This is an optimization exercise on Yosys and OpenROAD, whose aim is small area, a short achievable clock period and few clock cycles, not a production implementation.
At most, simulation tests tie the RTL to the original design; equivalence was not proved.

// triangle
module triangle (clk, reset, nt, xi, yi, busy, po, xo, yo);
   input clk, reset, nt;
   input [2:0] xi, yi;
   output reg busy, po;
   output reg [2:0] xo, yo;
reg [1:0] ld;            
reg [2:0] Y2;
reg [2:0] YM;            
reg       lr;            
reg [2:0] XB;            
reg [2:0] W;             
reg       rt;            
reg [2:0] xe;            
reg [2:0] svl, svh;      
reg       fresh;         
reg [2:0] n, dou, din;
reg       up;
function [2:0] fdiv;
   input [2:0] w, n, d;
   begin
      case ({w, n, d})
      9'd1: fdiv = 3'd0;
      9'd2: fdiv = 3'd0;
      9'd3: fdiv = 3'd0;
      9'd4: fdiv = 3'd0;
      9'd5: fdiv = 3'd0;
      9'd6: fdiv = 3'd0;
      9'd7: fdiv = 3'd0;
      9'd9: fdiv = 3'd0;
      9'd10: fdiv = 3'd0;
      9'd11: fdiv = 3'd0;
      9'd12: fdiv = 3'd0;
      9'd13: fdiv = 3'd0;
      9'd14: fdiv = 3'd0;
      9'd15: fdiv = 3'd0;
      9'd18: fdiv = 3'd0;
      9'd19: fdiv = 3'd0;
      9'd20: fdiv = 3'd0;
      9'd21: fdiv = 3'd0;
      9'd22: fdiv = 3'd0;
      9'd23: fdiv = 3'd0;
      9'd27: fdiv = 3'd0;
      9'd28: fdiv = 3'd0;
      9'd29: fdiv = 3'd0;
      9'd30: fdiv = 3'd0;
      9'd31: fdiv = 3'd0;
      9'd36: fdiv = 3'd0;
      9'd37: fdiv = 3'd0;
      9'd38: fdiv = 3'd0;
      9'd39: fdiv = 3'd0;
      9'd45: fdiv = 3'd0;
      9'd46: fdiv = 3'd0;
      9'd47: fdiv = 3'd0;
      9'd54: fdiv = 3'd0;
      9'd55: fdiv = 3'd0;
      9'd63: fdiv = 3'd0;
      9'd65: fdiv = 3'd0;
      9'd66: fdiv = 3'd0;
      9'd67: fdiv = 3'd0;
      9'd68: fdiv = 3'd0;
      9'd69: fdiv = 3'd0;
      9'd70: fdiv = 3'd0;
  ...
Size in the first run: about 680 cells after synthesis.
export LEC_CHECK = 0
export ABC_AREA = 1
export CAP_MARGIN = 20
export CORE_MARGIN = 2
export CORE_UTILIZATION = 65
export SETUP_SLACK_MARGIN = 3.4
export SLEW_MARGIN = 20
create_clock -name core_clock -period 6.0 [get_ports {clk}]
standard.sh (not shown) runs the stock make flow with config.mk's settings and CLKGATE_MAP_FILE= SYNTH_SCRIPT=/design/flow/synth_recipe.tcl, a recipe that flattens the netlist after the stock synthesis.
==> flow/flow/run.sh <==
#!/bin/bash
# The standard layout (standard.sh), with one synthesis change: no adder cell
# mapping (ADDER_MAP_FILE empty), so yosys leaves adders and comparators as
# plain gates for abc to optimise. Registers are mapped exactly as standard.
set -euo pipefail
bash standard.sh ADDER_MAP_FILE= finish > standard_flow.log 2>&1
==> next run, changes <==
--- a/flow/design.v
+++ b/flow/design.v
@@ -1,20 +1,18 @@
 module triangle (clk, reset, nt, xi, yi, busy, po, xo, yo);
    input clk, reset, nt;
    input [2:0] xi, yi;
    output reg busy, po;
    output reg [2:0] xo, yo;
 reg [1:0] ld;            
-reg [2:0] Y2;
+reg [2:0] X2, Y2;
 reg [2:0] YM;            
-reg       lr;            
-reg [2:0] XB;            
 reg [2:0] W;             
 reg       rt;            
 reg [2:0] xe;            
 reg [2:0] svl, svh;      
 reg       fresh;         
 reg [2:0] n, dou, din;
 reg       up;
 function [2:0] fdiv;
    input [2:0] w, n, d;
    begin
@@ -617,22 +615,22 @@
 endfunction
 function [2:0] subp3;
    input [2:0] a, b;
    begin
       subp3 = (a > b) ? a - b : 3'd0;
    end
 endfunction
 wire       run  = ld == 2'd3;
 wire       adv  = run && !fresh && xo == xe;    
 wire       sem  = gt3(svl, svh);                
-wire [2:0] slo  = add3(XB, rt ? svh : svl) ^ {3{rt}};
-wire [2:0] shi  = add3(XB, rt ? svl : svh) ^ {3{rt}};
+wire [2:0] slo  = rt ? sub3(X2, svh) : add3(X2, svl);
+wire [2:0] shi  = rt ? sub3(X2, svl) : add3(X2, svh);
 wire       tip  = gt3(din, n);                  
 wire [2:0] vlo  = cdiv(W, n, dou);
 wire [2:0] vhi  = tip ? fdiv(W, n, din) : W;
 wire       nz   = n == 3'd0;
 wire       eq12 = up && din == 3'd0;            
 wire       take = adv || (fresh && (run || (ld == 2'd2 && !up)));
 wire [2:0] ybas = (ld == 2'd1) ? yo : Y2;
 wire [2:0] dyu  = sub3(yi, ybas);
 wire [2:0] dyd  = sub3(ybas, yi);
 wire       yigt = gt3(yi, ybas);
@@ -645,74 +643,73 @@
          busy <= 1'b1; ld <= 2'd1;
       end
    end else if (ld == 2'd1) begin
       ld <= 2'd2; po <= 1'b1;
    end else if (ld == 2'd2) begin
       ld <= 2'd3;
       po <= eq12;                     
    end else begin
       if (xo != xe) begin
          po <= 1'b1;
-         if (lr && add3(xo, 3'd1) == xe) begin
+         if (add3(xo, 3'd1) == xe && yo == YM) begin
             busy <= 1'b0; ld <= 2'd0;
          end
       end else if (fresh) begin
          po <= 1'b0;
       end else begin
          po <= !sem;
-         if (!sem && svl == svh && yo == YM) begin
+         if (!sem && svl == svh && add3(yo, 3'd1) == YM) begin
             busy <= 1'b0; ld <= 2'd0;
          end
       end
    end
 end
 always @(posedge clk) begin
    if (fresh || adv) begin
       svl <= vlo; svh <= vhi;
    end
    if (take) begin
       n  <= (up || nz) ? add3(n, 3'd1) : sub3(n, 3'd1);
       up <= up || nz;
    end
    if (ld == 2'd0) begin
       xo <= xi; yo <= yi;             
    end else if (ld == 2'd1) begin
       W  <= absd3(xi, xo);
       rt <= gt3(xi, xo);
-      XB <= gt3(xi, xo) ? ~xi : xi; Y2 <= yi; YM <= 3'd7; lr <= 1'b0;
+      X2 <= xi; Y2 <= yi; YM <= 3'd7;
       fresh <= 1'b1;
       if (yigt) begin                 
          up <= 1'b0; n <= add3(yi, ~yo); dou <= dyu; din <= 3'd0;
       end else begin                  
          up <= 1'b1; n <= 3'd1; din <= dyd;
       end
       if (gt3(yo, yi)) begin
          xo <= xi; xe <= xi; yo <= yi;
       end else if (yi == yo) begin
          xo <= gt3(xi, xo) ? xo : xi; xe <= gt3(xi, xo) ? xi : xo;
       end else begin
          xe <= xo;
       end
    end else if (ld == 2'd2) begin
-      YM <= sub3(yigt ? yi : Y2, 3'd1);
+      YM <= yigt ? yi : Y2;
       if (up || nz) dou <= dyu;
       if (up) begin
       end else if (nz) din <= 3'd0;   
       else din <= yigt ? 3'd0 : dyd;
       fresh <= up;
       if (eq12) xo <= add3(xo, 3'd1);
    end else begin
       if (take && !up && nz) begin    
-         dou <= sub3(add3(YM, 3'd1), Y2); din <= 3'd0;
+         dou <= sub3(YM, Y2); din <= 3'd0;
       end
       fresh <= 1'b0;
       if (xo != xe) begin
          xo <= add3(xo, 3'd1);
       end else if (!fresh) begin
          yo <= add3(yo, 3'd1);
-         lr <= yo == YM;
          xe <= shi;
          xo <= sem ? shi : slo;
       end
    end
 end
 endmodule
Wire length climbs by 1.0%.
Synthesized area went up by 0.39%.
Synthesized cell count is about the same.
Via count stays flat.
Non-clock buffer count went down by 6.
Count of clock-buffer cells in the layout goes up by 1.
Worst hold slack stays flat.
Testbench counts after the change, summed over its fixed seeds: cycles 5,273.
No functional check of the RTL was part of the first run of this note.

========
## old
triangle again, from the RTL that the note above started with.
export LEC_CHECK = 0
export ABC_AREA = 1
export CAP_MARGIN = 20
export CORE_MARGIN = 2
export CORE_UTILIZATION = 65
export SETUP_SLACK_MARGIN = 3.7
export SLEW_MARGIN = 20
create_clock -name core_clock -period 6.0 [get_ports {clk}]
==> flow/flow/run.sh <==
#!/bin/bash
# The standard layout (standard.sh) with two synthesis changes, neither of
# which touches a register:
#  1. no adder cell mapping (ADDER_MAP_FILE empty);
#  2. after the standard synthesis, the combinational cells are mapped again by
#     abc with an area script (flow/resynth.tcl); every flip-flop instance is
#     kept as it is, with its name and cell type.
set -euo pipefail
B=$PWD/orfs/results/sky130hd/triangle/base
bash standard.sh ADDER_MAP_FILE= $B/1_2_yosys.v > standard_synth.log 2>&1
cp $B/1_2_yosys.v yosys_standard.v
DONT_USE="$(grep -o -- '-dont_use [^ ]*' orfs/logs/sky130hd/triangle/base/1_2_yosys.log | sort -u | tr '\n' ' ')" \
  IN=$PWD/yosys_standard.v OUT=$PWD/yosys_resynth.v \
  yosys -c flow/resynth.tcl > resynth.log 2>&1
cp yosys_resynth.v $B/1_2_yosys.v
touch $B/1_2_yosys.v
bash standard.sh ADDER_MAP_FILE= finish > standard_flow.log 2>&1
==> flow/flow/resynth.tcl <==
# Map the combinational logic of the synthesized netlist again with abc.
# Flip-flops are black boxes here, so they keep their instance names and cells.
set lib $::env(FLOW_HOME)/platforms/sky130hd/lib/sky130_fd_sc_hd__tt_025C_1v80.lib
yosys read_liberty -ignore_miss_func $lib
yosys read_verilog $::env(IN)
yosys hierarchy -top triangle
foreach c [list dfrtp_1 dfxtp_1 edfxtp_1 dfstp_2 dfrtp_2 dfxtp_2 dfxtp_4 dfrtp_4 dfstp_1 dfstp_4 dfsbp_1 dfrbp_1 dfxbp_1 edfxbp_1] {
  yosys setattr -mod -set blackbox 1 sky130_fd_sc_hd__$c
}
yosys flatten
yosys opt_clean -purge
yosys delete t:\$scopeinfo
yosys abc -liberty $lib {*}$::env(DONT_USE) -script "+strash;&get -n;&deepsyn -T 30;&put;dch -f;map -B 0.9;topo;stime -c;buffer -c;upsize -c;dnsize -c" -D 2300
yosys opt_clean -purge
yosys stat -liberty $lib
yosys hierarchy -top triangle
yosys write_verilog -noattr -nohex -nodec $::env(OUT)
Modified inputs, new compared to old
--- a/flow/design.v
+++ b/flow/design.v
@@ -1,16 +1,14 @@
 module triangle (clk, reset, nt, xi, yi, busy, po, xo, yo);
    input clk, reset, nt;
    input [2:0] xi, yi;
    output reg busy, po;
    output reg [2:0] xo, yo;
 reg [1:0] ld;            
-reg [2:0] Y2;
+reg [2:0] X2, Y2;
 reg [2:0] YM;            
-reg       lr;            
-reg [2:0] XB;            
 reg [2:0] W;             
 reg       rt;            
 reg [2:0] xe;            
 reg [2:0] svl, svh;      
 reg       fresh;         
 reg [2:0] n, dou, din;
@@ -621,14 +619,14 @@
       subp3 = (a > b) ? a - b : 3'd0;
    end
 endfunction
 wire       run  = ld == 2'd3;
 wire       adv  = run && !fresh && xo == xe;    
 wire       sem  = gt3(svl, svh);                
-wire [2:0] slo  = add3(XB, rt ? svh : svl) ^ {3{rt}};
-wire [2:0] shi  = add3(XB, rt ? svl : svh) ^ {3{rt}};
+wire [2:0] slo  = rt ? sub3(X2, svh) : add3(X2, svl);
+wire [2:0] shi  = rt ? sub3(X2, svl) : add3(X2, svh);
 wire       tip  = gt3(din, n);                  
 wire [2:0] vlo  = cdiv(W, n, dou);
 wire [2:0] vhi  = tip ? fdiv(W, n, din) : W;
 wire       nz   = n == 3'd0;
 wire       eq12 = up && din == 3'd0;            
 wire       take = adv || (fresh && (run || (ld == 2'd2 && !up)));
@@ -649,20 +647,20 @@
    end else if (ld == 2'd2) begin
       ld <= 2'd3;
       po <= eq12;                     
    end else begin
       if (xo != xe) begin
          po <= 1'b1;
-         if (lr && add3(xo, 3'd1) == xe) begin
+         if (add3(xo, 3'd1) == xe && yo == YM) begin
             busy <= 1'b0; ld <= 2'd0;
          end
       end else if (fresh) begin
          po <= 1'b0;
       end else begin
          po <= !sem;
-         if (!sem && svl == svh && yo == YM) begin
+         if (!sem && svl == svh && add3(yo, 3'd1) == YM) begin
             busy <= 1'b0; ld <= 2'd0;
          end
       end
    end
 end
 always @(posedge clk) begin
@@ -675,13 +673,13 @@
    end
    if (ld == 2'd0) begin
       xo <= xi; yo <= yi;             
    end else if (ld == 2'd1) begin
       W  <= absd3(xi, xo);
       rt <= gt3(xi, xo);
-      XB <= gt3(xi, xo) ? ~xi : xi; Y2 <= yi; YM <= 3'd7; lr <= 1'b0;
+      X2 <= xi; Y2 <= yi; YM <= 3'd7;
       fresh <= 1'b1;
       if (yigt) begin                 
          up <= 1'b0; n <= add3(yi, ~yo); dou <= dyu; din <= 3'd0;
       end else begin                  
          up <= 1'b1; n <= 3'd1; din <= dyd;
       end
@@ -690,29 +688,28 @@
       end else if (yi == yo) begin
          xo <= gt3(xi, xo) ? xo : xi; xe <= gt3(xi, xo) ? xi : xo;
       end else begin
          xe <= xo;
       end
    end else if (ld == 2'd2) begin
-      YM <= sub3(yigt ? yi : Y2, 3'd1);
+      YM <= yigt ? yi : Y2;
       if (up || nz) dou <= dyu;
       if (up) begin
       end else if (nz) din <= 3'd0;   
       else din <= yigt ? 3'd0 : dyd;
       fresh <= up;
       if (eq12) xo <= add3(xo, 3'd1);
    end else begin
       if (take && !up && nz) begin    
-         dou <= sub3(add3(YM, 3'd1), Y2); din <= 3'd0;
+         dou <= sub3(YM, Y2); din <= 3'd0;
       end
       fresh <= 1'b0;
       if (xo != xe) begin
          xo <= add3(xo, 3'd1);
       end else if (!fresh) begin
          yo <= add3(yo, 3'd1);
-         lr <= yo == YM;
          xe <= shi;
          xo <= sem ? shi : slo;
       end
    end
 end
 endmodule
Findings:
Comparing the two runs side by side, new comes out ahead of old on die area. Compared with old, new shows a lower count of inverters not on the clock network in the layout. Compared to old, new has pin count of the biggest net entering global routing 9 lower. Cmp old and new / final area / lower: new.
Testbench counts of new, summed over its fixed seeds: cycles 5,273.
Function not checked in old: the RTL went through the layout flow alone.

-- static timing again, ports no longer ideal --
How much do the figures lean on ideal ports? The routed layouts below were timed once more, with nothing changed but the port constraints.
Step 1 assumes that a clkbuf_16 drives the clock port and a buf_2 every other input.
Step 2 times the ports against the registers' clock, not the clock port: input delays grow and output delays shrink by t, the midpoint of the rising clock arrivals with the driver on.
a / b / c = ideal ports / drivers / drivers and shift; a / b = the first two.
| run | t, ns | slack for setup (ns) | clock arrival spread, ns |
|---|---|---|---|
| the first run of note 1 | 0.334 | 3.442 / 3.411 / 3.124 | 0.010 / 0.010 |
| the second run of note 1 | 0.336 | 3.455 / 3.421 / 3.196 | 0.006 / 0.006 |
| old | 0.326 | 3.764 / 3.741 / 3.429 | 0.008 / 0.007 |
| new | 0.321 | 3.715 / 3.725 / 3.404 | 0.005 / 0.006 |
After both steps setup and hold are still met in every run listed. The setup slack of old, which loses most, moves by -0.023 ns with the drivers and by -0.335 ns with both steps.
